Context: an optimization exercise on an open-source flow, tuned for small area and a short achievable clock period. The choices shown serve that exercise and are no tape-out recipe.
Function was not checked in any run shown here: the RTL went through the layout flow alone.

--- flow/run.sh ---
#!/bin/bash
set -euo pipefail
bash standard.sh SETUP_SLACK_MARGIN=6.0 finish > standard_run.log 2>&1
--- standard.sh ---
#!/bin/bash
# synth_recipe.tcl (not shown) runs the flow's synth.tcl, then flattens the netlist and writes it again
# the make line also repeats each setting of config.mk as NAME=value (left out here)
make -C /OpenROAD-flow-scripts/flow DESIGN_CONFIG=/design/flow/config.mk WORK_HOME=/design/flow/orfs CLKGATE_MAP_FILE= SYNTH_SCRIPT=/design/flow/synth_recipe.tcl "${@:-finish}"
--- config.mk ---
export PLATFORM = sky130hd
export DESIGN_NAME = FIR1
export DESIGN_NICKNAME = FIR1
export VERILOG_FILES = /design/flow/design.v
export SDC_FILE = /design/flow/constraint.sdc
export NUM_CORES = 4
export LEC_CHECK = 0
export CAP_MARGIN = 20
export CORE_MARGIN = 2
export CORE_UTILIZATION = 40
export SLEW_MARGIN = 20
export SYNTH_HIERARCHICAL = 1
export SYNTH_MINIMUM_KEEP_SIZE = 0
--- constraint.sdc ---
create_clock -name core_clock -period 10.0 [get_ports {clk}]
set_input_delay 2.0000 -clock core_clock [delete_from_list [all_inputs] [get_ports {clk}]]
set_output_delay 2.0000 -clock core_clock [all_outputs]
set_load 0.01 [all_outputs]
--- design.v ---
module FIR1 (X, clk, Y, reset);
  input  [13:0] X;
  input         clk;
  output [13:0] Y;
  input         reset;
  reg [13:0] d1;
  reg [13:0] d2;
  reg [13:0] d3;
  reg [13:0] d4;
  reg [13:0] d5;
  reg [13:0] d6;
  reg [13:0] d7;
  reg [13:0] d8;
  reg [13:0] d9;
  reg [13:0] d10;
  reg [13:0] d11;
  reg [13:0] d12;
  reg [13:0] d13;
  reg [13:0] d14;
  reg [13:0] d15;
  reg [13:0] d16;
  reg [13:0] d17;
  reg [13:0] d18;
  reg [13:0] d19;
  reg [13:0] d20;
  reg [14:0] q2_0;
  reg [14:0] q2_2;
  reg [14:0] q2_3;
  reg [29:0] r2a;
  reg [28:0] r2b;
  reg [27:0] r1;
  reg [14:0] r1d;
  reg [13:0] Y;
  wire s1 = q2_0[10] ^ q2_0[6];
  wire c2 = q2_0[10] | q2_0[6];
  wire s3 = q2_0[11] ^ q2_0[7];
  wire c4 = q2_0[11] | q2_0[7];
  wire s5, c6;
  FIR1_fa us5 (q2_0[5], q2_0[3], d4[1], s5, c6);
  wire s7, c8;
  FIR1_ha us7 (d14[1], q2_2[11], s7, c8);
  wire s9, c10;
  FIR1_fa us9 (q2_0[12], q2_0[8], q2_0[6], s9, c10);
  wire s11, c12;
  FIR1_fa us11 (q2_0[4], d4[2], d14[2], s11, c12);
  wire s13, c14;
  FIR1_fa us13 (q2_2[12], q2_2[10], q2_2[5], s13, c14);
  wire s15, c16;
  FIR1_fa us15 (q2_0[13], q2_0[9], q2_0[7], s15, c16);
  wire s17, c18;
  FIR1_fa us17 (q2_0[5], d4[3], d14[3], s17, c18);
  wire s19, c20;
  FIR1_fa us19 (q2_2[13], q2_2[11], q2_2[6], s19, c20);
  wire s21, c22;
  FIR1_ha us21 (q2_2[4], q2_2[2], s21, c22);
  wire s23, c24;
  FIR1_fa us23 (q2_0[10], q2_0[8], q2_0[6], s23, c24);
  wire s25, c26;
  FIR1_fa us25 (d4[4], d14[4], q2_2[12], s25, c26);
  wire s27, c28;
  FIR1_fa us27 (q2_2[7], q2_2[5], q2_2[3], s27, c28);
  wire s29, c30;
  FIR1_fa us29 (q2_3[9], q2_3[3], q2_3[1], s29, c30);
  wire s31, c32;
  FIR1_ha us31 (d9[0], d20[12], s31, c32);
  wire s33, c34;
  FIR1_fa us33 (q2_0[11], q2_0[9], q2_0[7], s33, c34);
  wire s35, c36;
  FIR1_fa us35 (d4[5], d14[5], q2_2[13], s35, c36);
  wire s37, c38;
  FIR1_fa us37 (q2_2[8], q2_2[6], q2_2[4], s37, c38);
  wire s39, c40;
  FIR1_fa us39 (q2_3[14], q2_3[10], q2_3[4], s39, c40);
  wire s41 = q2_0[12] ^ q2_0[10];
  wire c42 = q2_0[12] | q2_0[10];
  wire s43, c44;
  FIR1_fa us43 (q2_0[8], d4[6], d14[6], s43, c44);
  wire s45, c46;
  FIR1_ha us45 (q2_2[9], q2_2[7], s45, c46);
  wire s47, c48;
  FIR1_fa us47 (q2_0[13], q2_0[11], q2_0[9], s47, c48);
  wire s49, c50;
  FIR1_ha us49 (q2_0[6], q2_0[2], s49, c50);
  wire s51 = q2_0[7] ^ q2_0[3];
  wire c52 = q2_0[7] | q2_0[3];
  wire s53, c54;
  FIR1_fa us53 (q2_0[1], q2_2[7], q2_2[5], s53, c54);
  wire s55, c56;
  FIR1_ha us55 (q2_2[0], q2_3[2], s55, c56);
  wire s57, c58;
  FIR1_fa us57 (q2_0[8], q2_0[4], q2_0[2], s57, c58);
  wire s59, c60;
  FIR1_fa us59 (q2_0[0], q2_2[8], q2_2[6], s59, c60);
  wire s61, c62;
  FIR1_fa us61 (q2_2[1], q2_3[3], d20[6], s61, c62);
  wire s63, c64;
  FIR1_ha us63 (d18[6], d18[4], s63, c64);
  wire s65, c66;
  FIR1_fa us65 (q2_0[9], q2_0[5], q2_0[3], s65, c66);
  wire s67, c68;
  FIR1_fa us67 (q2_0[1], q2_2[9], q2_2[7], s67, c68);
  wire s69, c70;
  FIR1_fa us69 (q2_2[2], q2_2[0], q2_3[4], s69, c70);
  wire s71, c72;
  FIR1_fa us71 (d20[7], d18[7], d18[5], s71, c72);
  wire s73 = d18[3] ^ d4[5];
  wire c74 = d18[3] & ~d4[5];
  wire s75, c76;
  FIR1_fa us75 (q2_0[4], q2_0[2], d4[0], s75, c76);
  wire s77, c78;
  FIR1_fa us77 (d14[0], q2_2[10], q2_2[8], s77, c78);
  wire s79, c80;
  FIR1_fa us79 (q2_2[3], q2_2[1], q2_3[5], s79, c80);
  wire s81, c82;
  FIR1_fa us81 (d20[8], d18[8], d18[6], s81, c82);
  wire s83, c84;
  FIR1_fa us83 (d4[6], d14[6], q2_3[9], s83, c84);
  wire s85 = d18[4] ^ q2_3[3];
  wire c86 = d18[4] & ~q2_3[3];
  wire s87, c88;
  FIR1_fa us87 (q2_2[9], q2_2[4], q2_2[2], s87, c88);
  wire s89, c90;
  FIR1_fa us89 (q2_2[0], q2_3[6], q2_3[0], s89, c90);
  wire s91, c92;
  FIR1_fa us91 (d20[9], d18[9], d18[7], s91, c92);
  wire s93, c94;
  FIR1_fa us93 (d4[7], d14[7], q2_3[10], s93, c94);
  wire s95, c96;
  FIR1_fa us95 (~d18[5], q2_3[4], d20[7], s95, c96);
  wire s97, c98;
  FIR1_fa us97 (c2, ~s3, s7, s97, c98);
  wire s99, c100;
  FIR1_fa us99 (q2_2[3], q2_2[1], q2_3[7], s99, c100);
  wire s101, c102;
  FIR1_fa us101 (q2_3[1], d20[10], d18[10], s101, c102);
  wire s103, c104;
  FIR1_fa us103 (d4[8], d14[8], q2_3[11], s103, c104);
  wire s105, c106;
  FIR1_fa us105 (d18[8], d18[6], ~q2_3[5], s105, c106);
  wire s107, c108;
  FIR1_fa us107 (~d20[8], c4, c8, s107, c108);
  wire s109, c110;
  FIR1_fa us109 (c6, s9, s11, s109, c110);
  wire s111, c112;
  FIR1_fa us111 (q2_3[8], q2_3[2], q2_3[0], s111, c112);
  wire s113, c114;
  FIR1_fa us113 (d20[11], d18[11], d18[9], s113, c114);
  wire s115, c116;
  FIR1_fa us115 (d4[9], d14[9], q2_3[12], s115, c116);
  wire s117, c118;
  FIR1_fa us117 (~d18[7], q2_3[6], d20[9], s117, c118);
  wire s119, c120;
  FIR1_fa us119 (s21, c10, c12, s119, c120);
  wire s121, c122;
  FIR1_fa us121 (c14, s15, s17, s121, c122);
  wire s123, c124;
  FIR1_fa us123 (d18[12], d18[10], d18[8], s123, c124);
  wire s125, c126;
  FIR1_fa us125 (q2_0[14], d4[10], d14[10], s125, c126);
  wire s127, c128;
  FIR1_fa us127 (q2_2[14], q2_3[13], q2_3[7], s127, c128);
  wire s129, c130;
  FIR1_fa us129 (~d20[10], c22, s31, s129, c130);
  wire s131, c132;
  FIR1_fa us131 (c16, c18, c20, s131, c132);
  wire s133, c134;
  FIR1_fa us133 (s23, s25, s27, s133, c134);
  wire s135, c136;
  FIR1_fa us135 (q2_3[2], d9[1], d18[11], s135, c136);
  wire s137, c138;
  FIR1_fa us137 (d4[11], d14[11], q2_3[8], s137, c138);
  wire s139, c140;
  FIR1_fa us139 (d20[13], d20[11], d18[13], s139, c140);
  wire s141, c142;
  FIR1_fa us141 (d18[9], c32, c24, s141, c142);
  wire s143, c144;
  FIR1_fa us143 (c26, c28, c30, s143, c144);
  wire s145, c146;
  FIR1_fa us145 (s33, s35, s37, s145, c146);
  wire s147, c148;
  FIR1_fa us147 (q2_2[5], q2_3[11], q2_3[5], s147, c148);
  wire s149, c150;
  FIR1_fa us149 (q2_3[3], d9[2], d18[12], s149, c150);
  wire s151, c152;
  FIR1_fa us151 (d4[12], d14[12], q2_2[14], s151, c152);
  wire s153, c154;
  FIR1_fa us153 (~d18[10], q2_3[9], d20[12], s153, c154);
  wire s155, c156;
  FIR1_fa us155 (s45, c34, c36, s155, c156);
  wire s157, c158;
  FIR1_fa us157 (~s41, c38, c40, s157, c158);
  wire s159, c160;
  FIR1_fa us159 (d4[13], d14[13], d4[7], s159, c160);
  wire s161, c162;
  FIR1_fa us161 (d14[7], q2_2[10], q2_2[8], s161, c162);
  wire s163, c164;
  FIR1_fa us163 (q2_2[6], q2_3[12], q2_3[6], s163, c164);
  wire s165, c166;
  FIR1_fa us165 (q2_3[4], d9[3], d20[13], s165, c166);
  wire s167, c168;
  FIR1_fa us167 (~d18[11], q2_3[10], d18[13], s167, c168);
  wire s169, c170;
  FIR1_fa us169 (c42, c46, c44, s169, c170);
  wire s171, c172;
  FIR1_fa us171 (q2_0[12], q2_0[10], d4[8], s171, c172);
  wire s173, c174;
  FIR1_fa us173 (d14[8], q2_2[11], q2_2[9], s173, c174);
  wire s175, c176;
  FIR1_fa us175 (q2_2[7], q2_3[13], q2_3[7], s175, c176);
  wire s177, c178;
  FIR1_fa us177 (q2_3[5], d9[4], d18[12], s177, c178);
  wire s179, c180;
  FIR1_fa us179 (q2_0[13], q2_0[11], d4[9], s179, c180);
  wire s181, c182;
  FIR1_fa us181 (d14[9], q2_2[12], q2_2[10], s181, c182);
  wire s183, c184;
  FIR1_fa us183 (q2_0[4], q2_0[0], q2_2[4], s183, c184);
  wire s185, c186;
  FIR1_fa us185 (q2_0[5], q2_0[1], q2_2[5], s185, c186);
  wire s187, c188;
  FIR1_fa us187 (q2_2[3], q2_3[0], d20[3], s187, c188);
  wire s189, c190;
  FIR1_fa us189 (q2_0[0], q2_2[6], q2_2[4], s189, c190);
  wire s191, c192;
  FIR1_fa us191 (q2_3[1], d20[4], d18[4], s191, c192);
  wire s193, c194;
  FIR1_fa us193 (d4[2], d14[2], q2_3[5], s193, c194);
  wire s195, c196;
  FIR1_fa us195 (d20[5], d18[5], d18[3], s195, c196);
  wire s197, c198;
  FIR1_fa us197 (d4[3], d14[3], q2_3[6], s197, c198);
  wire s199, c200;
  FIR1_fa us199 (~d18[1], q2_3[0], d20[3], s199, c200);
  wire s201 = c50 ^ s51;
  wire c202 = c50 & ~s51;
  wire s203, c204;
  FIR1_fa us203 (d4[4], d14[4], q2_3[7], s203, c204);
  wire s205, c206;
  FIR1_fa us205 (~d18[2], q2_3[1], d20[4], s205, c206);
  wire s207, c208;
  FIR1_fa us207 (c52, c56, s63, s207, c208);
  wire s209, c210;
  FIR1_fa us209 (c54, s57, s59, s209, c210);
  wire s211, c212;
  FIR1_fa us211 (d14[5], q2_3[8], q2_3[2], s211, c212);
  wire s213, c214;
  FIR1_fa us213 (d20[5], ~c64, s73, s213, c214);
  wire s215, c216;
  FIR1_fa us215 (c58, c60, c62, s215, c216);
  wire s217, c218;
  FIR1_fa us217 (s65, s67, s69, s217, c218);
  wire s219, c220;
  FIR1_fa us219 (d20[6], s1, s85, s219, c220);
  wire s221, c222;
  FIR1_fa us221 (c74, c66, c68, s221, c222);
  wire s223, c224;
  FIR1_fa us223 (c70, c72, s75, s223, c224);
  wire s225, c226;
  FIR1_fa us225 (s77, s79, s81, s225, c226);
  wire s227, c228;
  FIR1_fa us227 (c86, c76, c78, s227, c228);
  wire s229, c230;
  FIR1_fa us229 (c80, c82, ~c84, s229, c230);
  wire s231, c232;
  FIR1_fa us231 (s5, s87, s89, s231, c232);
  wire s233, c234;
  FIR1_fa us233 (~s91, s93, s95, s233, c234);
  wire s235, c236;
  FIR1_fa us235 (c88, c90, c92, s235, c236);
  wire s237, c238;
  FIR1_fa us237 (s13, s99, s101, s237, c238);
  wire s239, c240;
  FIR1_fa us239 (c94, c96, s103, s239, c240);
  wire s241, c242;
  FIR1_fa us241 (s105, c98, s107, s241, c242);
  wire s243, c244;
  FIR1_fa us243 (c100, c102, ~c104, s243, c244);
  wire s245, c246;
  FIR1_fa us245 (c106, s19, s111, s245, c246);
  wire s247, c248;
  FIR1_fa us247 (~s113, s115, s117, s247, c248);
  wire s249, c250;
  FIR1_fa us249 (c108, c110, s119, s249, c250);
  wire s251, c252;
  FIR1_fa us251 (c112, c114, ~c116, s251, c252);
  wire s253, c254;
  FIR1_fa us253 (c118, s125, s127, s253, c254);
  wire s255, c256;
  FIR1_fa us255 (s29, s123, c120, s255, c256);
  wire s257, c258;
  FIR1_fa us257 (s129, c122, s131, s257, c258);
  wire s259, c260;
  FIR1_fa us259 (~c124, c126, c128, s259, c260);
  wire s261, c262;
  FIR1_fa us261 (s39, s135, ~s137, s261, c262);
  wire s263, c264;
  FIR1_fa us263 (~s139, c130, c132, s263, c264);
  wire s265, c266;
  FIR1_fa us265 (c134, s141, s143, s265, c266);
  wire s267, c268;
  FIR1_fa us267 (~c136, c138, c140, s267, c268);
  wire s269, c270;
  FIR1_fa us269 (s43, s147, s149, s269, c270);
  wire s271, c272;
  FIR1_fa us271 (s151, s153, ~c142, s271, c272);
  wire s273, c274;
  FIR1_fa us273 (c144, c146, s155, s273, c274);
  wire s275, c276;
  FIR1_fa us275 (c148, c150, ~c152, s275, c276);
  wire s277, c278;
  FIR1_fa us277 (s47, s159, s161, s277, c278);
  wire s279, c280;
  FIR1_fa us279 (~c154, s163, s165, s279, c280);
  wire s281, c282;
  FIR1_fa us281 (c156, c158, s169, s281, c282);
  wire s283, c284;
  FIR1_fa us283 (c48, c160, c162, s283, c284);
  wire s285, c286;
  FIR1_fa us285 (q2_0[14], q2_3[11], ~c164, s285, c286);
  wire s287, c288;
  FIR1_fa us287 (c166, s171, s173, s287, c288);
  wire s289, c290;
  FIR1_fa us289 (~c168, s175, s177, s289, c290);
  wire s291, c292;
  FIR1_fa us291 (q2_2[8], q2_3[8], q2_3[6], s291, c292);
  wire s293, c294;
  FIR1_fa us293 (q2_3[14], q2_3[12], d18[13], s293, c294);
  wire s295, c296;
  FIR1_fa us295 (d9[5], c172, c174, s295, c296);
  wire s297, c298;
  FIR1_fa us297 (c176, c178, s179, s297, c298);
  wire s299, c300;
  FIR1_fa us299 (d4[10], d14[10], q2_2[13], s299, c300);
  wire s301, c302;
  FIR1_fa us301 (q2_2[11], q2_2[9], q2_3[9], s301, c302);
  wire s303, c304;
  FIR1_fa us303 (q2_3[7], d9[6], ~q2_0[14], s303, c304);
  wire s305, c306;
  FIR1_fa us305 (q2_3[13], q2_0[12], ~c180, s305, c306);
  wire s307, c308;
  FIR1_fa us307 (q2_0[13], d4[11], d14[11], s307, c308);
  wire s309, c310;
  FIR1_fa us309 (q2_2[12], q2_2[10], q2_3[14], s309, c310);
  wire s311, c312;
  FIR1_fa us311 (q2_3[10], q2_3[8], d9[7], s311, c312);
  wire s313 = d4[12] ^ d14[12];
  wire c314 = d4[12] | d14[12];
  wire s315, c316;
  FIR1_ha us315 (q2_2[13], q2_2[11], s315, c316);
  wire s317, c318;
  FIR1_fa us317 (q2_2[2], d20[2], d18[2], s317, c318);
  wire s319, c320;
  FIR1_fa us319 (d4[0], d14[0], q2_3[3], s319, c320);
  wire s321, c322;
  FIR1_fa us321 (d4[1], d14[1], q2_3[4], s321, c322);
  wire s323, c324;
  FIR1_fa us323 (d18[3], d18[1], ~d20[1], s323, c324);
  wire s325, c326;
  FIR1_ha us325 (c184, s185, s325, c326);
  wire s327, c328;
  FIR1_fa us327 (d18[2], d18[0], ~d20[2], s327, c328);
  wire s329, c330;
  FIR1_fa us329 (s49, c186, c188, s329, c330);
  wire s331, c332;
  FIR1_fa us331 (s189, s191, ~s193, s331, c332);
  wire s333, c334;
  FIR1_fa us333 (s55, c190, c192, s333, c334);
  wire s335, c336;
  FIR1_fa us335 (c194, s197, s201, s335, c336);
  wire s337, c338;
  FIR1_fa us337 (s53, s195, ~s199, s337, c338);
  wire s339, c340;
  FIR1_fa us339 (c196, s61, c202, s339, c340);
  wire s341, c342;
  FIR1_fa us341 (c198, c200, s203, s341, c342);
  wire s343, c344;
  FIR1_fa us343 (~s205, s207, s209, s343, c344);
  wire s345, c346;
  FIR1_fa us345 (c204, c206, s211, s345, c346);
  wire s347, c348;
  FIR1_fa us347 (s71, c208, c210, s347, c348);
  wire s349, c350;
  FIR1_fa us349 (~s213, s215, s217, s349, c350);
  wire s351, c352;
  FIR1_fa us351 (c212, s83, c214, s351, c352);
  wire s353, c354;
  FIR1_fa us353 (c216, c218, s221, s353, c354);
  wire s355, c356;
  FIR1_fa us355 (~s219, s223, s225, s355, c356);
  wire s357, c358;
  FIR1_fa us357 (c222, s97, c224, s357, c358);
  wire s359, c360;
  FIR1_fa us359 (~c220, c226, s227, s359, c360);
  wire s361, c362;
  FIR1_fa us361 (s229, s231, ~s233, s361, c362);
  wire s363, c364;
  FIR1_fa us363 (c228, c230, c232, s363, c364);
  wire s365, c366;
  FIR1_fa us365 (s235, s109, s237, s365, c366);
  wire s367, c368;
  FIR1_fa us367 (s239, c234, ~s241, s367, c368);
  wire s369, c370;
  FIR1_fa us369 (c236, c238, ~c240, s369, c370);
  wire s371, c372;
  FIR1_fa us371 (s243, s121, s245, s371, c372);
  wire s373, c374;
  FIR1_fa us373 (~s247, c242, s249, s373, c374);
  wire s375, c376;
  FIR1_fa us375 (c244, c246, s251, s375, c376);
  wire s377, c378;
  FIR1_fa us377 (~s133, s253, c248, s377, c378);
  wire s379, c380;
  FIR1_fa us379 (c250, s255, s257, s379, c380);
  wire s381, c382;
  FIR1_fa us381 (~c252, c254, s259, s381, c382);
  wire s383, c384;
  FIR1_fa us383 (s145, s261, c256, s383, c384);
  wire s385, c386;
  FIR1_fa us385 (c258, s263, s265, s385, c386);
  wire s387, c388;
  FIR1_fa us387 (s157, c262, s269, s387, c388);
  wire s389, c390;
  FIR1_fa us389 (c260, s267, ~c264, s389, c390);
  wire s391, c392;
  FIR1_fa us391 (c266, ~s271, s273, s391, c392);
  wire s393, c394;
  FIR1_fa us393 (s167, c268, ~c270, s393, c394);
  wire s395, c396;
  FIR1_fa us395 (s275, s277, s279, s395, c396);
  wire s397, c398;
  FIR1_fa us397 (~c272, c274, s281, s397, c398);
  wire s399, c400;
  FIR1_fa us399 (c170, c276, c278, s399, c400);
  wire s401, c402;
  FIR1_fa us401 (s283, c280, s287, s401, c402);
  wire s403, c404;
  FIR1_fa us403 (~s285, s289, c282, s403, c404);
  wire s405, c406;
  FIR1_fa us405 (s181, s291, ~s293, s405, c406);
  wire s407, c408;
  FIR1_fa us407 (c284, c288, s295, s407, c408);
  wire s409, c410;
  FIR1_fa us409 (~c286, c290, s297, s409, c410);
  wire s411, c412;
  FIR1_fa us411 (c182, c292, ~c294, s411, c412);
  wire s413, c414;
  FIR1_fa us413 (s299, s301, s303, s413, c414);
  wire s415, c416;
  FIR1_fa us415 (c296, c298, ~s305, s415, c416);
  wire s417, c418;
  FIR1_fa us417 (q2_0[12], c300, c302, s417, c418);
  wire s419, c420;
  FIR1_fa us419 (c304, s307, s309, s419, c420);
  wire s421, c422;
  FIR1_fa us421 (q2_2[14], ~s311, c306, s421, c422);
  wire s423, c424;
  FIR1_fa us423 (q2_3[11], q2_3[9], d9[8], s423, c424);
  wire s425, c426;
  FIR1_fa us425 (q2_0[14], s313, ~s315, s425, c426);
  wire s427, c428;
  FIR1_fa us427 (c308, c310, c312, s427, c428);
  wire s429, c430;
  FIR1_fa us429 (q2_3[12], q2_3[10], d9[9], s429, c430);
  wire s431, c432;
  FIR1_fa us431 (d4[13], d14[13], q2_2[14], s431, c432);
  wire s433, c434;
  FIR1_fa us433 (c314, c316, ~q2_2[12], s433, c434);
  wire s435 = q2_2[13] ^ q2_3[13];
  wire c436 = q2_2[13] | q2_3[13];
  wire s437, c438;
  FIR1_ha us437 (q2_3[11], d9[10], s437, c438);
  wire s439, c440;
  FIR1_fa us439 (q2_0[2], q2_2[2], q2_2[0], s439, c440);
  wire s441, c442;
  FIR1_fa us441 (q2_2[3], q2_2[1], d20[1], s441, c442);
  wire s443 = d18[1] ^ q2_3[2];
  wire c444 = d18[1] & ~q2_3[2];
  wire s445, c446;
  FIR1_fa us445 (d18[0], ~d20[0], q2_0[3], s445, c446);
  wire s447, c448;
  FIR1_fa us447 (s183, s317, ~s319, s447, c448);
  wire s449, c450;
  FIR1_fa us449 (c318, ~c320, s187, s449, c450);
  wire s451, c452;
  FIR1_fa us451 (~s321, s323, s325, s451, c452);
  wire s453, c454;
  FIR1_fa us453 (~c322, c324, s327, s453, c454);
  wire s455, c456;
  FIR1_fa us455 (c326, s329, s331, s455, c456);
  wire s457, c458;
  FIR1_fa us457 (c328, c330, s333, s457, c458);
  wire s459, c460;
  FIR1_fa us459 (c332, ~s335, s337, s459, c460);
  wire s461, c462;
  FIR1_fa us461 (c334, s339, c338, s461, c462);
  wire s463, c464;
  FIR1_fa us463 (c336, s341, ~s343, s463, c464);
  wire s465, c466;
  FIR1_fa us465 (~c340, c342, s345, s465, c466);
  wire s467, c468;
  FIR1_fa us467 (s347, c344, s349, s467, c468);
  wire s469, c470;
  FIR1_fa us469 (c346, s351, ~c348, s469, c470);
  wire s471, c472;
  FIR1_fa us471 (s353, c350, s355, s471, c472);
  wire s473, c474;
  FIR1_fa us473 (~c352, c354, s357, s473, c474);
  wire s475, c476;
  FIR1_fa us475 (s359, c356, s361, s475, c476);
  wire s477, c478;
  FIR1_fa us477 (c358, c360, s363, s477, c478);
  wire s479, c480;
  FIR1_fa us479 (s365, c362, ~s367, s479, c480);
  wire s481, c482;
  FIR1_fa us481 (c364, c366, s369, s481, c482);
  wire s483, c484;
  FIR1_fa us483 (s371, ~c368, s373, s483, c484);
  wire s485, c486;
  FIR1_fa us485 (c370, c372, s375, s485, c486);
  wire s487, c488;
  FIR1_fa us487 (~s377, c374, s379, s487, c488);
  wire s489, c490;
  FIR1_fa us489 (~c376, c378, s381, s489, c490);
  wire s491, c492;
  FIR1_fa us491 (s383, c380, s385, s491, c492);
  wire s493, c494;
  FIR1_fa us493 (~c382, s387, c384, s493, c494);
  wire s495, c496;
  FIR1_fa us495 (c386, ~s389, s391, s495, c496);
  wire s497, c498;
  FIR1_fa us497 (c388, ~s393, s395, s497, c498);
  wire s499, c500;
  FIR1_fa us499 (~c390, c392, s397, s499, c500);
  wire s501, c502;
  FIR1_fa us501 (s399, c396, s401, s501, c502);
  wire s503, c504;
  FIR1_fa us503 (~c394, c398, s403, s503, c504);
  wire s505, c506;
  FIR1_fa us505 (s405, c400, c402, s505, c506);
  wire s507, c508;
  FIR1_fa us507 (s407, s409, c404, s507, c508);
  wire s509, c510;
  FIR1_fa us509 (s411, c406, s413, s509, c510);
  wire s511, c512;
  FIR1_fa us511 (c408, c410, s415, s511, c512);
  wire s513, c514;
  FIR1_fa us513 (c412, s417, c414, s513, c514);
  wire s515, c516;
  FIR1_fa us515 (s419, c416, ~s421, s515, c516);
  wire s517, c518;
  FIR1_fa us517 (s423, c418, c420, s517, c518);
  wire s519, c520;
  FIR1_fa us519 (s425, ~s427, c422, s519, c520);
  wire s521, c522;
  FIR1_fa us521 (c424, s429, ~s431, s521, c522);
  wire s523, c524;
  FIR1_fa us523 (~c426, c428, s433, s523, c524);
  wire s525, c526;
  FIR1_fa us525 (q2_2[12], ~s435, s437, s525, c526);
  wire s527, c528;
  FIR1_fa us527 (c430, ~c432, c434, s527, c528);
  wire s529, c530;
  FIR1_fa us529 (q2_3[12], d9[11], ~q2_2[14], s529, c530);
  wire s531, c532;
  FIR1_fa us531 (~q2_3[14], c436, c438, s531, c532);
  wire s533, c534;
  FIR1_ha us533 (d20[0], d18[0], s533, c534);
  wire s535, c536;
  FIR1_fa us535 (q2_0[3], s443, ~c440, s535, c536);
  wire s537, c538;
  FIR1_fa us537 (c444, c442, s445, s537, c538);
  wire s539, c540;
  FIR1_fa us539 (c446, c448, s449, s539, c540);
  wire s541, c542;
  FIR1_fa us541 (c450, s453, c452, s541, c542);
  wire s543, c544;
  FIR1_fa us543 (c454, s457, c456, s543, c544);
  wire s545, c546;
  FIR1_fa us545 (c458, s461, c460, s545, c546);
  wire s547, c548;
  FIR1_fa us547 (~c462, s465, c464, s547, c548);
  wire s549, c550;
  FIR1_fa us549 (c466, s469, ~c468, s549, c550);
  wire s551, c552;
  FIR1_fa us551 (~c470, s473, c472, s551, c552);
  wire s553, c554;
  FIR1_fa us553 (c474, s477, c476, s553, c554);
  wire s555, c556;
  FIR1_fa us555 (c478, s481, c480, s555, c556);
  wire s557, c558;
  FIR1_fa us557 (c482, s485, c484, s557, c558);
  wire s559, c560;
  FIR1_fa us559 (c486, c488, s491, s559, c560);
  wire s561, c562;
  FIR1_fa us561 (~c490, s493, c492, s561, c562);
  wire s563, c564;
  FIR1_fa us563 (c494, s497, c496, s563, c564);
  wire s565, c566;
  FIR1_fa us565 (s501, c498, c500, s565, c566);
  wire s567, c568;
  FIR1_fa us567 (c502, s505, s507, s567, c568);
  wire s569, c570;
  FIR1_fa us569 (s509, c506, s511, s569, c570);
  wire s571, c572;
  FIR1_fa us571 (c510, s513, c512, s571, c572);
  wire s573, c574;
  FIR1_fa us573 (c514, s517, c516, s573, c574);
  wire s575, c576;
  FIR1_fa us575 (s521, c518, s523, s575, c576);
  wire s577, c578;
  FIR1_fa us577 (s525, c522, c524, s577, c578);
  wire s579, c580;
  FIR1_fa us579 (s529, c526, s531, s579, c580);
  wire s581, c582;
  FIR1_fa us581 (q2_3[13], d9[12], c530, s581, c582);
  wire s583, c584;
  FIR1_ha us583 (q2_0[1], q2_2[1], s583, c584);
  wire s585, c586;
  FIR1_fa us585 (~q2_3[1], s533, s439, s585, c586);
  wire s587, c588;
  FIR1_fa us587 (c534, s441, ~s535, s587, c588);
  wire s589, c590;
  FIR1_fa us589 (~c536, s447, s537, s589, c590);
  wire s591, c592;
  FIR1_fa us591 (c538, s451, s539, s591, c592);
  wire s593, c594;
  FIR1_fa us593 (c540, s455, s541, s593, c594);
  wire s595, c596;
  FIR1_fa us595 (c542, s459, s543, s595, c596);
  wire s597, c598;
  FIR1_fa us597 (c544, s545, ~s463, s597, c598);
  wire s599, c600;
  FIR1_fa us599 (c546, s467, ~s547, s599, c600);
  wire s601, c602;
  FIR1_fa us601 (~s471, c548, s549, s601, c602);
  wire s603, c604;
  FIR1_fa us603 (s475, ~c550, s551, s603, c604);
  wire s605, c606;
  FIR1_fa us605 (c552, s479, s553, s605, c606);
  wire s607, c608;
  FIR1_fa us607 (c554, s483, s555, s607, c608);
  wire s609, c610;
  FIR1_fa us609 (s487, c556, s557, s609, c610);
  wire s611, c612;
  FIR1_fa us611 (~s489, c558, s559, s611, c612);
  wire s613, c614;
  FIR1_fa us613 (s495, c560, s561, s613, c614);
  wire s615, c616;
  FIR1_fa us615 (s499, c562, s563, s615, c616);
  wire s617, c618;
  FIR1_fa us617 (s503, c564, s565, s617, c618);
  wire s619, c620;
  FIR1_fa us619 (c504, s567, c566, s619, c620);
  wire s621, c622;
  FIR1_fa us621 (c508, s569, c568, s621, c622);
  wire s623, c624;
  FIR1_fa us623 (s515, c570, s571, s623, c624);
  wire s625, c626;
  FIR1_fa us625 (~s519, c572, s573, s625, c626);
  wire s627, c628;
  FIR1_fa us627 (~c520, s575, c574, s627, c628);
  wire s629, c630;
  FIR1_fa us629 (s527, c576, s577, s629, c630);
  wire s631, c632;
  FIR1_fa us631 (c528, s579, c578, s631, c632);
  wire s633, c634;
  FIR1_fa us633 (c532, s581, c580, s633, c634);
  wire s635, c636;
  FIR1_fa us635 (~d9[13], q2_3[14], c582, s635, c636);
  wire s637, c638;
  FIR1_ha us637 (r2a[6], r2b[6], s637, c638);
  wire s639, c640;
  FIR1_fa us639 (r2a[7], r2b[7], d1[5], s639, c640);
  wire s641, c642;
  FIR1_fa us641 (r2a[8], r2b[8], d1[6], s641, c642);
  wire s643, c644;
  FIR1_fa us643 (r2a[9], r2b[9], d1[7], s643, c644);
  wire s645, c646;
  FIR1_fa us645 (r2a[10], d1[8], d1[6], s645, c646);
  wire s647, c648;
  FIR1_fa us647 (r2b[11], d1[9], d1[7], s647, c648);
  wire s649, c650;
  FIR1_fa us649 (r2a[12], r2b[12], d1[10], s649, c650);
  wire s651, c652;
  FIR1_fa us651 (r2a[13], r2b[13], d1[11], s651, c652);
  wire s653, c654;
  FIR1_fa us653 (r2a[14], r2b[14], d1[12], s653, c654);
  wire s655, c656;
  FIR1_fa us655 (r2a[15], r2b[15], d1[11], s655, c656);
  wire s657, c658;
  FIR1_ha us657 (r2a[16], r2b[16], s657, c658);
  wire s659, c660;
  FIR1_ha us659 (r2a[17], r2b[17], s659, c660);
  wire s661 = r2a[3] ^ r2b[3];
  wire c662 = r2a[3] | r2b[3];
  wire s663, c664;
  FIR1_fa us663 (r2a[4], r2b[4], d1[2], s663, c664);
  wire s665, c666;
  FIR1_fa us665 (r2a[5], r2b[5], d1[3], s665, c666);
  wire s667, c668;
  FIR1_fa us667 (d1[4], d1[2], d1[0], s667, c668);
  wire s669, c670;
  FIR1_fa us669 (d1[3], d1[1], c638, s669, c670);
  wire s671, c672;
  FIR1_fa us671 (d1[4], d1[2], c640, s671, c672);
  wire s673, c674;
  FIR1_fa us673 (d1[5], d1[3], c642, s673, c674);
  wire s675, c676;
  FIR1_fa us675 (d1[4], ~r2b[10], c644, s675, c676);
  wire s677, c678;
  FIR1_fa us677 (d1[5], ~r2a[11], c646, s677, c678);
  wire s679, c680;
  FIR1_fa us679 (d1[8], d1[6], c648, s679, c680);
  wire s681, c682;
  FIR1_fa us681 (d1[9], d1[7], c650, s681, c682);
  wire s683, c684;
  FIR1_fa us683 (d1[10], d1[8], c652, s683, c684);
  wire s685, c686;
  FIR1_fa us685 (d1[9], ~d1[13], c654, s685, c686);
  wire s687, c688;
  FIR1_fa us687 (d1[12], d1[10], s657, s687, c688);
  wire s689, c690;
  FIR1_fa us689 (d1[11], c658, s659, s689, c690);
  wire s691, c692;
  FIR1_fa us691 (r2b[18], d1[12], c660, s691, c692);
  wire s693, c694;
  FIR1_fa us693 (r2a[19], r2b[19], ~d1[13], s693, c694);
  wire s695, c696;
  FIR1_ha us695 (r2b[2], d1[0], s695, c696);
  wire s697, c698;
  FIR1_fa us697 (d1[1], r2a[2], ~s661, s697, c698);
  wire s699, c700;
  FIR1_fa us699 (d1[0], c662, s663, s699, c700);
  wire s701, c702;
  FIR1_fa us701 (d1[1], c664, s665, s701, c702);
  wire s703, c704;
  FIR1_fa us703 (s637, c666, s667, s703, c704);
  wire s705, c706;
  FIR1_fa us705 (c668, s639, s669, s705, c706);
  wire s707, c708;
  FIR1_fa us707 (s641, c670, s671, s707, c708);
  wire s709, c710;
  FIR1_fa us709 (s643, c672, s673, s709, c710);
  wire s711, c712;
  FIR1_fa us711 (s645, c674, s675, s711, c712);
  wire s713, c714;
  FIR1_fa us713 (s647, c676, s677, s713, c714);
  wire s715, c716;
  FIR1_fa us715 (s649, c678, s679, s715, c716);
  wire s717, c718;
  FIR1_fa us717 (s651, c680, s681, s717, c718);
  wire s719, c720;
  FIR1_fa us719 (s653, c682, s683, s719, c720);
  wire s721, c722;
  FIR1_fa us721 (s655, c684, s685, s721, c722);
  wire s723, c724;
  FIR1_fa us723 (c656, s687, c686, s723, c724);
  wire s725, c726;
  FIR1_fa us725 (~d1[13], c688, s689, s725, c726);
  wire s727, c728;
  FIR1_fa us727 (~r2a[18], c690, s691, s727, c728);
  wire s729, c730;
  FIR1_fa us729 (r2a[18], s693, c692, s729, c730);
  wire s731, c732;
  FIR1_fa us731 (r2b[20], ~r2a[20], c694, s731, c732);
  wire s733, c734;
  FIR1_fa us733 (r2b[21], r2a[20], ~r2a[21], s733, c734);
  wire s735, c736;
  FIR1_fa us735 (r2b[22], r2a[21], ~r2a[22], s735, c736);
  wire s737, c738;
  FIR1_fa us737 (r2b[23], r2a[22], ~r2a[23], s737, c738);
  wire s739, c740;
  FIR1_fa us739 (r2b[24], r2a[23], ~r2a[24], s739, c740);
  wire s741, c742;
  FIR1_fa us741 (r2b[25], r2a[24], ~r2a[25], s741, c742);
  wire s743, c744;
  FIR1_fa us743 (r2b[26], r2a[25], ~r2a[26], s743, c744);
  wire s745, c746;
  FIR1_fa us745 (r2b[27], r2a[26], ~r2a[27], s745, c746);
  wire s747, c748;
  FIR1_fa us747 (r2a[28], ~r2a[27], r2b[28], s747, c748);
  wire s749 = r2a[29] ^ r2b[28];
  wire c750 = r2a[29] | r2b[28];
  wire [29:0] rs1 = {~c748, c746, c744, c742, c740, c738, c736, c734, c732, c730, c728, c726, c724, c722, c720, c718, c716, c714, c712, c710, c708, c706, c704, c702, c700, c698, c696, ~r2a[2], r2b[1], r2a[0]} + {~s749, ~s747, s745, s743, s741, s739, s737, s735, s733, s731, s729, s727, s725, s723, s721, s719, s717, s715, s713, s711, s709, s707, s705, s703, s701, s699, s697, s695, ~r2a[1], r2b[0]};
  wire [13:0] xu = {X[13], ~X[12:0]};
  wire [14:0] qd = ~r1d;
  wire [15:0] ca, cb;   
  assign ca[0] = r1[0] ^ xu[0];
  assign cb[0] = 1'b0;
  assign cb[1] = qd[0] & xu[0];
  genvar gi;
  generate for (gi = 1; gi < 14; gi = gi + 1) begin : csa
    assign ca[gi] = r1[gi] ^ xu[gi] ^ xu[gi-1];
    assign cb[gi+1] = (qd[gi] & xu[gi]) | (qd[gi] & xu[gi-1]) | (xu[gi] & xu[gi-1]);
  end endgenerate
  assign ca[14] = r1[14] ^ xu[13];
  assign cb[15] = qd[14] & xu[13];
  assign ca[15] = r1[15];
  wire [15:0] pg0 = ca & cb, pt0 = ca | cb;
  wire [15:0] pg1, pt1;
  assign pg1[0] = pg0[0];
  assign pt1[0] = pt0[0];
  assign pg1[1] = pg0[1] | (pt0[1] & pg0[0]);
  assign pt1[1] = pt0[1] & pt0[0];
  assign pg1[2] = pg0[2] | (pt0[2] & pg0[1]);
  assign pt1[2] = pt0[2] & pt0[1];
  assign pg1[3] = pg0[3] | (pt0[3] & pg0[2]);
  assign pt1[3] = pt0[3] & pt0[2];
  assign pg1[4] = pg0[4] | (pt0[4] & pg0[3]);
  assign pt1[4] = pt0[4] & pt0[3];
  assign pg1[5] = pg0[5] | (pt0[5] & pg0[4]);
  assign pt1[5] = pt0[5] & pt0[4];
  assign pg1[6] = pg0[6] | (pt0[6] & pg0[5]);
  assign pt1[6] = pt0[6] & pt0[5];
  assign pg1[7] = pg0[7] | (pt0[7] & pg0[6]);
  assign pt1[7] = pt0[7] & pt0[6];
  assign pg1[8] = pg0[8] | (pt0[8] & pg0[7]);
  assign pt1[8] = pt0[8] & pt0[7];
  assign pg1[9] = pg0[9] | (pt0[9] & pg0[8]);
  assign pt1[9] = pt0[9] & pt0[8];
  assign pg1[10] = pg0[10] | (pt0[10] & pg0[9]);
  assign pt1[10] = pt0[10] & pt0[9];
  assign pg1[11] = pg0[11] | (pt0[11] & pg0[10]);
  assign pt1[11] = pt0[11] & pt0[10];
  assign pg1[12] = pg0[12] | (pt0[12] & pg0[11]);
  assign pt1[12] = pt0[12] & pt0[11];
  assign pg1[13] = pg0[13] | (pt0[13] & pg0[12]);
  assign pt1[13] = pt0[13] & pt0[12];
  assign pg1[14] = pg0[14] | (pt0[14] & pg0[13]);
  assign pt1[14] = pt0[14] & pt0[13];
  assign pg1[15] = pg0[15] | (pt0[15] & pg0[14]);
  assign pt1[15] = pt0[15] & pt0[14];
  wire [15:0] pg2, pt2;
  assign pg2[0] = pg1[0];
  assign pt2[0] = pt1[0];
  assign pg2[1] = pg1[1];
  assign pt2[1] = pt1[1];
  assign pg2[2] = pg1[2] | (pt1[2] & pg1[0]);
  assign pt2[2] = pt1[2] & pt1[0];
  assign pg2[3] = pg1[3] | (pt1[3] & pg1[1]);
  assign pt2[3] = pt1[3] & pt1[1];
  assign pg2[4] = pg1[4] | (pt1[4] & pg1[2]);
  assign pt2[4] = pt1[4] & pt1[2];
  assign pg2[5] = pg1[5] | (pt1[5] & pg1[3]);
  assign pt2[5] = pt1[5] & pt1[3];
  assign pg2[6] = pg1[6] | (pt1[6] & pg1[4]);
  assign pt2[6] = pt1[6] & pt1[4];
  assign pg2[7] = pg1[7] | (pt1[7] & pg1[5]);
  assign pt2[7] = pt1[7] & pt1[5];
  assign pg2[8] = pg1[8] | (pt1[8] & pg1[6]);
  assign pt2[8] = pt1[8] & pt1[6];
  assign pg2[9] = pg1[9] | (pt1[9] & pg1[7]);
  assign pt2[9] = pt1[9] & pt1[7];
  assign pg2[10] = pg1[10] | (pt1[10] & pg1[8]);
  assign pt2[10] = pt1[10] & pt1[8];
  assign pg2[11] = pg1[11] | (pt1[11] & pg1[9]);
  assign pt2[11] = pt1[11] & pt1[9];
  assign pg2[12] = pg1[12] | (pt1[12] & pg1[10]);
  assign pt2[12] = pt1[12] & pt1[10];
  assign pg2[13] = pg1[13] | (pt1[13] & pg1[11]);
  assign pt2[13] = pt1[13] & pt1[11];
  assign pg2[14] = pg1[14] | (pt1[14] & pg1[12]);
  assign pt2[14] = pt1[14] & pt1[12];
  assign pg2[15] = pg1[15] | (pt1[15] & pg1[13]);
  assign pt2[15] = pt1[15] & pt1[13];
  wire [15:0] pg3, pt3;
  assign pg3[0] = pg2[0];
  assign pt3[0] = pt2[0];
  assign pg3[1] = pg2[1];
  assign pt3[1] = pt2[1];
  assign pg3[2] = pg2[2];
  assign pt3[2] = pt2[2];
  assign pg3[3] = pg2[3];
  assign pt3[3] = pt2[3];
  assign pg3[4] = pg2[4] | (pt2[4] & pg2[0]);
  assign pt3[4] = pt2[4] & pt2[0];
  assign pg3[5] = pg2[5] | (pt2[5] & pg2[1]);
  assign pt3[5] = pt2[5] & pt2[1];
  assign pg3[6] = pg2[6] | (pt2[6] & pg2[2]);
  assign pt3[6] = pt2[6] & pt2[2];
  assign pg3[7] = pg2[7] | (pt2[7] & pg2[3]);
  assign pt3[7] = pt2[7] & pt2[3];
  assign pg3[8] = pg2[8] | (pt2[8] & pg2[4]);
  assign pt3[8] = pt2[8] & pt2[4];
  assign pg3[9] = pg2[9] | (pt2[9] & pg2[5]);
  assign pt3[9] = pt2[9] & pt2[5];
  assign pg3[10] = pg2[10] | (pt2[10] & pg2[6]);
  assign pt3[10] = pt2[10] & pt2[6];
  assign pg3[11] = pg2[11] | (pt2[11] & pg2[7]);
  assign pt3[11] = pt2[11] & pt2[7];
  assign pg3[12] = pg2[12] | (pt2[12] & pg2[8]);
  assign pt3[12] = pt2[12] & pt2[8];
  assign pg3[13] = pg2[13] | (pt2[13] & pg2[9]);
  assign pt3[13] = pt2[13] & pt2[9];
  assign pg3[14] = pg2[14] | (pt2[14] & pg2[10]);
  assign pt3[14] = pt2[14] & pt2[10];
  assign pg3[15] = pg2[15] | (pt2[15] & pg2[11]);
  assign pt3[15] = pt2[15] & pt2[11];
  wire [15:0] pg4, pt4;
  assign pg4[0] = pg3[0];
  assign pt4[0] = pt3[0];
  assign pg4[1] = pg3[1];
  assign pt4[1] = pt3[1];
  assign pg4[2] = pg3[2];
  assign pt4[2] = pt3[2];
  assign pg4[3] = pg3[3];
  assign pt4[3] = pt3[3];
  assign pg4[4] = pg3[4];
  assign pt4[4] = pt3[4];
  assign pg4[5] = pg3[5];
  assign pt4[5] = pt3[5];
  assign pg4[6] = pg3[6];
  assign pt4[6] = pt3[6];
  assign pg4[7] = pg3[7];
  assign pt4[7] = pt3[7];
  assign pg4[8] = pg3[8] | (pt3[8] & pg3[0]);
  assign pt4[8] = pt3[8] & pt3[0];
  assign pg4[9] = pg3[9] | (pt3[9] & pg3[1]);
  assign pt4[9] = pt3[9] & pt3[1];
  assign pg4[10] = pg3[10] | (pt3[10] & pg3[2]);
  assign pt4[10] = pt3[10] & pt3[2];
  assign pg4[11] = pg3[11] | (pt3[11] & pg3[3]);
  assign pt4[11] = pt3[11] & pt3[3];
  assign pg4[12] = pg3[12] | (pt3[12] & pg3[4]);
  assign pt4[12] = pt3[12] & pt3[4];
  assign pg4[13] = pg3[13] | (pt3[13] & pg3[5]);
  assign pt4[13] = pt3[13] & pt3[5];
  assign pg4[14] = pg3[14] | (pt3[14] & pg3[6]);
  assign pt4[14] = pt3[14] & pt3[6];
  assign pg4[15] = pg3[15] | (pt3[15] & pg3[7]);
  assign pt4[15] = pt3[15] & pt3[7];
  wire cy16 = pg4[15];   
  wire cy14 = pg4[13], cy15 = pg4[14];
  wire y0 = ca[14] ^ cb[14] ^ cy14;
  wire y1 = ca[15] ^ cb[15] ^ cy15;
  wire [11:0] hq = r1[27:16];
  wire [11:0] hall;   
  assign hall[0] = 1'b1;
  generate for (gi = 1; gi < 12; gi = gi + 1) begin : inc
    assign hall[gi] = hall[gi-1] & hq[gi-1];
  end endgenerate
  wire [13:0] yn = {hq ^ (hall & {12{cy16}}), y1, y0};
  always @(posedge clk or posedge reset) begin
    if (reset) begin
      d1 <= 14'd0;
      d2 <= 14'd0;
      d3 <= 14'd0;
      d4 <= 14'd0;
      d5 <= 14'd0;
      d6 <= 14'd0;
      d7 <= 14'd0;
      d8 <= 14'd0;
      d9 <= 14'd0;
      d10 <= 14'd0;
      d11 <= 14'd0;
      d12 <= 14'd0;
      d13 <= 14'd0;
      d14 <= 14'd0;
      d15 <= 14'd0;
      d16 <= 14'd0;
      d17 <= 14'd0;
      d18 <= 14'd0;
      d19 <= 14'd0;
      d20 <= 14'd0;
      q2_0 <= 15'd32767;
      q2_2 <= 15'd32767;
      q2_3 <= 15'd0;
      r2a <= 30'd268437506;
      r2b <= 29'd1024;
      r1 <= 28'd268410883;
      r1d <= 15'd24572;
      Y <= 14'd0;
    end else begin
      d1 <= X;
      d2 <= d1;
      d3 <= d2;
      d4 <= d3;
      d5 <= d4;
      d6 <= d5;
      d7 <= d6;
      d8 <= d7;
      d9 <= d8;
      d10 <= d9;
      d11 <= d10;
      d12 <= d11;
      d13 <= d12;
      d14 <= d13;
      d15 <= d14;
      d16 <= d15;
      d17 <= d16;
      d18 <= d17;
      d19 <= d18;
      d20 <= d19;
      q2_0 <= ~({d1[13], d1} + {d15[13], d15});
      q2_2 <= ~({d5[13], d5} + {d11[13], d11});
      q2_3 <= {d7[13], d7} + {d9[13], d9};
      r2a <= {1'b1, q2_3[14], c634, c632, c630, c628, c626, c624, c622, c620, c618, c616, c614, c612, c610, c608, c606, c604, c602, c600, c598, c596, c594, c592, c590, c588, c586, c584, q2_3[0], q2_0[0]};
      r2b <= {c636, s635, s633, s631, s629, s627, s625, s623, s621, s619, s617, s615, s613, s611, s609, s607, s605, s603, s601, s599, s597, s595, s593, s591, s589, s587, s585, s583, q2_2[0]};
      r1 <= rs1[29:2];
      r1d <= ~rs1[16:2];
      Y <= yn;
    end
  end
endmodule
module FIR1_fa (a, b, c, s, co);
  input a, b, c;
  output s, co;
  assign s = a ^ b ^ c;
  assign co = (a & b) | (a & c) | (b & c);
endmodule
module FIR1_ha (a, b, s, co);
  input a, b;
  output s, co;
  assign s = a ^ b;
  assign co = a & b;
endmodule
==> run notes, run 1 <==
- Setup slack after layout: 5.76 ns
- CP arrival: approximately 4.7 ns
- Number of port buffers: 29
- Asr flop ratio synth: 100%
- Clock slew at the register clock pins of the worst setup and hold paths: 0.06 ns
- Mapped cell area: between 20000 and 25000 sq um
- Most frequent cells after synthesis: 379 x dfrtp_1, 350 x fa_1, 191 x inv_1
- Detailed-router iteration count before antenna repair: 5
- Max Cap Viol: 0
- CP cell instances: fa_2 > fa_1 > fa_1 > ha_4 > and3_4 > a221o_1 > a221o_1 > nor4b_4 > o31ai_4 > a211oi_2 > o21ai_2 > a21oi_2 > xnor2_1
- Mapped Avg Cell Area: 15.1 sq um
- Critical Path RT: 10.50 ns
- Synthesized-area fraction occupied by adder cells: 36.1%
- Area Overhead vs Synth: 16.2%
- Final Max Slew Viols: 0
- Fin Setup TNS: 0 ns
- Unique masters post-synth: just over 70
- Seq/Total Area, Yosys: 48.2%
- Reg-to-reg slack, setup: between 5 and 6 ns
- Largest family of logic cells by synthesized area: adder cells
- Placed instance count: 2299
- Synth area leader: dfrtp_1
- Complex-gate fraction of the synthesized area: 5.22%
- RSZ-0062 raised after global routing: yes
- Syn nets: 1987
- CTS buffer count: 45
- Worst slew pin tran: ~0.94 ns
- First-pass GRT wire length: 77.8 mm
- Ant. Diodes: 0
- FF+latch count, synth: 440
- CP Capture Type: flip-flop
- Initial Util: approximately two fifths
- Clk latency of the worst-skew pair: 0.57 ns
- Final Cycle Share: a little over two fifths
- Die X: 244 um
- CTS Sinks: 440
- RD Place Congestion: around 0.87
- Mapped Cells: 1519
- Clock H-tree levels: 2
- Die Span Y: about 240 um
- CP top delay family: adder cells
- Max clock buf depth: 3
- Highest Clock Rate: 236 MHz
- DP Wirelength: approximately 37 mm
- Largest cells by area after synthesis: dfrtp_1 41%, fa_1 30%, dfstp_2 7.0%
- Layout Utilization: 47.2%
- Die ar.: ~59000 sq um
- Critical path type: reg2reg
- Layout fillers: 4920
- Layout cells sized above 1: 18.7%
- DR iter-0 viols: 663
- Most common cell in the netlist: dfrtp_1
- GRT overflow: 0
- WP buf/inv: 0
- Setup-failing EPs final: 0
- Final #Nets: 2122
- Number of remaining DRC errors: 0
- Row Count: 87
- Top FF cell, synth: dfrtp_1
- Pre-CTS WS: 4.97 ns
- Xor and xnor fraction of the mapped netlist area: 3.20%
- Core ar.: 56600 sq um
- Maximum fanout along the worst path: 4
- Synth top area share: 41.3%
- Synth warn: 7
- Antenna viol nets, final: 0
- Initial antenna violation count: 0
- Largest net degree at the start of global routing: 191
- Multiplexer area fraction after synthesis: 0.131%
- Gr usage total: 17.5%
- Worst hold path class: reg2reg
- Vias in the first global route: between 10000 and 15000
- FF/Latch Area: 11100 sq um
- Area occupied by multi-input gates: around 12000 sq um
- Root buffer cell: clkbuf_16
- Status: complete, no violations
- Clock skew: between 0.01 and 0.015 ns
- Final cell count without fillers: around 2400
- Wire length per cell: 20.2 um
- Routed via count: about 12000
- Crit-path slowest cell: fa_1
- Startpoint types: flip-flop
- CTS hold repair buffers: 0
- Final min period: between 4 and 5 ns
- Post-synthesis simple-gate area fraction: approximately 3.8%
- CP max stage delay: 0.56 ns
- Ports: 30
- CTS tree: yes
- Post-synth EDFFs: 0
- Slew HR: about 37%
- Via/cell ratio: 4.79
- Overall routed net length: between 40 and 50 mm
- Final Hold Viols: 0
registers in the layout, summed over array words and instances (netlist names), 15 cells and up:
register	count
r2a	30
r1	27
r2b	29
r1d	15
q2_0	15
q2_3	15
q2_2	15
layer usage:
metal,wire length (um),vias to the layer above,GRT usage [%]
li1,-,5161,-
met1,21400,6324,23.9
met2,25100,168,29.2
met3,1690,68,2.65
met4,1230,0,5.04
met5,0,-,0
layout by cell type, fill, tap and decap left out, drive strengths merged, types with 4 or more instances in the layout:
| cell | n |
|---|---|
| xor2 | 27 |
| and3 | 8 |
| a211oi | 5 |
| nor3 | 17 |
| dfrtp | 379 |
| inv | 191 |
| o31ai | 4 |
| fa | 350 |
| or2 | 6 |
| nand3b | 5 |
| o21ai | 25 |
| bufinv | 4 |
| nor2 | 48 |
| a21o | 16 |
| a2111oi | 4 |
| clkinv | 13 |
| clkbuf | 71 |
| nand4 | 6 |
| a31oi | 7 |
| a21oi | 45 |
| buf | 68 |
| ha | 102 |
| and2 | 4 |
| a21boi | 5 |
| dfstp | 61 |
| clkdlybuf4s50 | 16 |
| nor2b | 11 |
| nand3 | 17 |
| o21bai | 12 |
| nand2 | 23 |
| o211ai | 5 |
| nand2b | 9 |
| o21a | 4 |
| a211o | 6 |
| xnor2 | 57 |
timing repair:
item	in CTS	in global routing
cloned	0	0
resized for setup	79	60
setup endpoints to repair	45	37
pin swaps	37	33
buffers inserted	34	29
logic make-up (layout without fill, tap and decap cells):
group,after synthesis,after routing
multiplexers,3,3
XOR/XNOR,84,84
AO/OA/AOI/OAI,170,170
AND/OR/NAND/NOR,168,168
adder cells (fa/ha/maj),454,454
flip-flops,440,440
buffers and inverters,199,370
other,1,1
area by class of cell:
class,instances,area share (%)
inverter,191,2.71
timing repair buffer,96,3.12
clock buffer,63,4.74
tap,756,3.54
clock inverter,20,0.895
sequential,440,41.7
multi-input combinational,880,43.3
modules after synthesis (local to each module, per instance):
module	cells	copies in the design
FIR1	1156	1
FIR1_fa	1	347
FIR1_ha	1	16
final timing paths:
| path | startpoint | to | cells after the start |
|---|---|---|---|
| max reg2reg | d1[6] | r1[27] | 13 |
| min | d12[1] | d13[1] | 0 |
| min in group asynchronous | reset | d4[10] | 3 |
| min reg2reg | d12[1] | d13[1] | 0 |
| max in group asynchronous | reset | q2_3[1] | 5 |
| max | d1[6] | r1[27] | 13 |
per-stage QoR:
stage | instance area [sq um] | hold WS, ns
finish | 26700 | 0.340
global route | 26700 | 0.347
CTS | 26300 | 0.345
detailed placement | 24300 | 0.335
global placement | 24300 | 0.331
floorplan | 23100 | 0.331
==> run 2: changes to the inputs <==
==> flow/run.sh (replaced) <==
#!/bin/bash
set -euo pipefail
bash standard.sh SETUP_SLACK_MARGIN=6.6 finish > standard_run.log 2>&1
--- a/config.mk
+++ b/config.mk
@@ -8,6 +8,8 @@
 export CAP_MARGIN = 20
 export CORE_MARGIN = 2
 export CORE_UTILIZATION = 40
+export CTS_CLUSTER_DIAMETER = 150
+export CTS_CLUSTER_SIZE = 20
 export SLEW_MARGIN = 20
 export SYNTH_HIERARCHICAL = 1
 export SYNTH_MINIMUM_KEEP_SIZE = 0
==> run 2 against run 1 <==
Largest cell class unchanged; non-clock buffer count is 30 higher; area after synthesis stayed put; clock skew is 0.00076 ns lower; critical endpoint is now r1[25]; core utilization hardly changed; first-iteration DRC count is 14% lower; via count is 0.48% higher; final cell count is 0.33% lower; die area stayed put.
==> run notes, run 2 <==
- GRT overflow: 0 (unchanged)
- Post-synth EDFFs: 0 (unchanged)
- Post-DP Area: 24400 sq um (was 24300 sq um)
- Synth warn: 7 (unchanged)
- Max Cap Viol: 0 (unchanged)
- Final Max Slew Viols: 0 (unchanged)
- Top FF cell, synth: dfrtp_1 (unchanged)
- FF-to-FF Start: r2a[7] (was d1[6])
- RD Place Congestion: 0.872 (was 0.874)
- Routed via count: 11800 (was 11700)
- Worst hold path class: reg2reg (unchanged)
- Initial antenna violation count: 0 (unchanged)
- Ports: 30 (unchanged)
- Unique masters post-synth: 72 (unchanged)
- Number of remaining DRC errors: 0 (unchanged)
- Overall routed net length: 49.8 mm (was 49.4 mm)
- Clock skew: 0.0132 ns (was 0.0140 ns)
- Met1 wire length: 21.5 mm (was 21.4 mm)
- Slew HR: 51.9% (was 37.4%)
- Mapped Cells: 1519 (unchanged)
- Final min period: 4.27 ns (was 4.24 ns)
- Initial Util: 40.6% (unchanged)
- Final #Nets: 2132 (was 2122)
- CTS tree: yes (unchanged)
- CTS buffer count: 25 (was 45)
- Synth top area share: 41.3% (unchanged)
- Met3 wire length: 1.63 mm (was 1.69 mm)
- Largest registers: r2a x30, r2b x29, r1 x27 (unchanged)
- Worst slew pin tran: 0.722 ns (was 0.940 ns)
- Area Overhead vs Synth: 16.3% (was 16.2%)
- Most common cell in the netlist: dfrtp_1 (unchanged)
- Pre-CTS WS: 4.99 ns (was 4.97 ns)
- Leading cell type in the layout, fill and taps excluded: dfrtp_1 (unchanged)
- Vias in the first global route: 13400 (was 13100)
- RSZ-0062 raised after global routing: yes (unchanged)
- Die ar.: 59400 sq um (unchanged)
- Hold Startpoint: d8[7] (was d12[1])
- Critical path type: reg2reg (unchanged)
- Core ar.: 56600 sq um (unchanged)
- DR iter-0 viols: 573 (was 663)
- Setup-failing EPs final: 0 (unchanged)
- Clock H-tree levels: 1 (was 2)
- Ant. Diodes: 0 (unchanged)
- CTS Sinks: 440 (unchanged)
- Row Count: 87 (unchanged)
- Final Hold Viols: 0 (unchanged)
- Most frequent cells after synthesis: 379 x dfrtp_1, 350 x fa_1, 191 x inv_1 (unchanged)
- Largest register FFs: 30 (unchanged)
- Setup slack after layout: 5.73 ns (was 5.76 ns)
- Gr usage total: 17.5% (about the same)
- Final Cycle Share: 42.7% (was 42.4%)
- DP Wirelength: 37.3 mm (about the same)
- CTS hold repair buffers: 0 (unchanged)
- Fin area: 26700 sq um (about the same)
- Critical Path RT: 10.50 ns (about the same)
- Detailed-router iteration count before antenna repair: 5 (unchanged)
- Fin Setup TNS: 0 ns (unchanged)
- Reg-to-reg slack, setup: 5.73 ns (was 5.76 ns)
- CP Capture Type: flip-flop (unchanged)
- Maximum fanout along the worst path: 3 (was 4)
- Status: complete, no violations (unchanged)
- Layout cells sized above 1: 23.5% (was 18.7%)
- Number of port buffers: 29 (unchanged)
- Synth area leader: dfrtp_1 (unchanged)
- Die X: 244 um (unchanged)
- Layout Utilization: 47.2% (about the same)
- Max clock buf depth: 3 (unchanged)
- Wire length per cell: 20.4 um (was 20.2 um)
- Antenna viol nets, final: 0 (unchanged)
- Hold EP: d9[7] (was d13[1])
- Seq/Total Area, Yosys: 48.2% (unchanged)
- Cells on worst reg2reg path: 14 (was 13)
- Largest net degree at the start of global routing: 172 (was 191)
- Die Span Y: 244 um (unchanged)
- First-pass GRT wire length: 78.5 mm (was 77.8 mm)
- Met2 routed WL: 25.6 mm (was 25.1 mm)
- Largest cells by area after synthesis: dfrtp_1 41%, fa_1 30%, dfstp_2 7.0% (unchanged)
- Syn nets: 1987 (unchanged)
- Root buffer cell: clkbuf_16 (unchanged)
- CP arrival: 4.77 ns (was 4.74 ns)
- Highest Clock Rate: 234 MHz (was 236 MHz)
- Mapped cell area: 23000 sq um (unchanged)
- Clock slew at the register clock pins of the worst setup and hold paths: 0.08 ns (was 0.06 ns)
- Mapped Avg Cell Area: 15.1 sq um (unchanged)
- Asr flop ratio synth: 100% (unchanged)
- Startpoint types: flip-flop (unchanged)
- FF-to-FF End: r1[25] (was r1[27])
- Hold Path Depth: 0 (unchanged)
- Commonest non-fill, non-tap cells in the layout: 364 x dfrtp_1, 271 x fa_1, 181 x inv_1 (was 364 x dfrtp_1, 324 x fa_1, 186 x inv_1)
- Max layer used: met4 (unchanged)
- FF+latch count, synth: 440 (unchanged)
- Most flop-heavy register: r2a (unchanged)
- Via/cell ratio: 4.83 (was 4.79)
- Clk latency of the worst-skew pair: 0.57 ns (about the same)
[run 2: changes by cell type in the layout (fill, tap and decap cells not counted), moves of 14 or more]
cell	delta
fa_1	-53
fa_2	+53
buf_6	+30
clkbuf_16	-20
clkdlybuf4s50_1	-15
dlygate4sd2_1	+14
[run 2: final cells by class]
| class | instances | area [sq um] |
|---|---|---|
| clock buffers | 44 | 697 |
| inverters | 191 | 726 |
| flip-flops and latches | 440 | 11100 |
| fillers | 4949 | 29900 |
| well taps | 756 | 946 |
| clock inverters | 1 | 8.76 |
| multi-input cells | 880 | 12000 |
| repair buffers | 126 | 1230 |
[run 2: cells by family after synthesis]
kind of cell	synth area share [%]
buffers and inverters	3.29
muxes	0.131
xor gates and xnor gates	3.20
other	0.0163
adders and majority gates	36.1
DFF	48.2
and+or+nand+nor	3.77
AOI/OAI and AO/OA	5.22
[run 2: stage by stage]
| step | std cells | hold WS, ns |
|---|---|---|
| after floorplan | 1519 | 0.331 |
| after global placement | 2300 | 0.332 |
| after detailed placement | 2300 | 0.335 |
| after CTS | 2415 | 0.349 |
| after global routing | 2438 | 0.357 |
| final | 2438 | 0.348 |
[run 2: modules after synthesis (local to each module, per instance)]
module / cells / copies in the design
FIR1: 1156 / 1
FIR1_ha: 1 / 16
FIR1_fa: 1 / 347
[run 2: worst max-delay path, cell delays in order (launching register included)]
cell	delay (ns)
dfrtp_1	0.40
fa_2	0.39
fa_1	0.45
fa_1	0.54
ha_4	0.21
a21o_1	0.17
a221o_1	0.37
a221o_1	0.43
buf_4	0.17
buf_6	0.11
o31ai_4	0.27
nand2_2	0.12
a31o_4	0.27
a31oi_4	0.17
xnor2_1	0.14
[run 2: worst max-delay path by stage]
stage	start	to	slack [ns]	cells after the start
detailed placement	X[10]	Y[3]	4.99	12
global placement	X[2]	Y[11]	5.07	10
global route	r2a[7]	r1[18]	5.55	15
CTS	r2a[7]	r1[27]	5.76	14
floorplan	reset	Y[0]	2.10	1
finish	r2a[7]	r1[25]	5.73	14
[run 2: timing repair]
action / in CTS / in global routing
endpoints found under the setup margin: 272 / 287
pin swaps: 78 / 63
gates resized for setup: 237 / 60
buffers inserted: 70 / 22
gates cloned: 0 / 1
[run 2: routing by layer]
layer	vias to the layer above	track usage (%)
li1	5149	-
met3	61	2.29
met1	6429	23.9
met5	-	0
met4	0	3.32
met2	138	30.2

==> afterwards: timing with drivers on the ports <==
No port has a modelled driver above. Below, the same layouts with a new extraction and two added sets of constraints.
Step 1 (the two cells are an assumption about what drives the block):
set clk [get_ports {clk}]
set_driving_cell -lib_cell sky130_fd_sc_hd__clkbuf_16 $clk
set_driving_cell -lib_cell sky130_fd_sc_hd__buf_2 [delete_from_list [all_inputs] $clk]
Step 2, shift: input delay + t, output delay - t, t = (earliest + latest rising clock arrival at the registers) / 2. This alone moves slack from input paths to output paths.
a / b / c = ideal / step 1 / step 2; a / b = the first two.
run | t, ns | setup slack, ns | hold slack, ns | worst slew at a driven data input, ns | pins driven straight from the clock port
run 1 | 0.625 | 5.755 / 5.755 / 5.488 | 0.340 / 0.340 / 0.340 | 0.04 | 1
run 2 | 0.617 | 5.726 / 5.726 / 5.698 | 0.348 / 0.348 / 0.348 | 0.06 | 1
After both steps setup and hold are still met in every run listed. For run 1, which loses most, drivers alone change the setup slack by 0.000 ns; drivers and shift together by -0.267 ns.
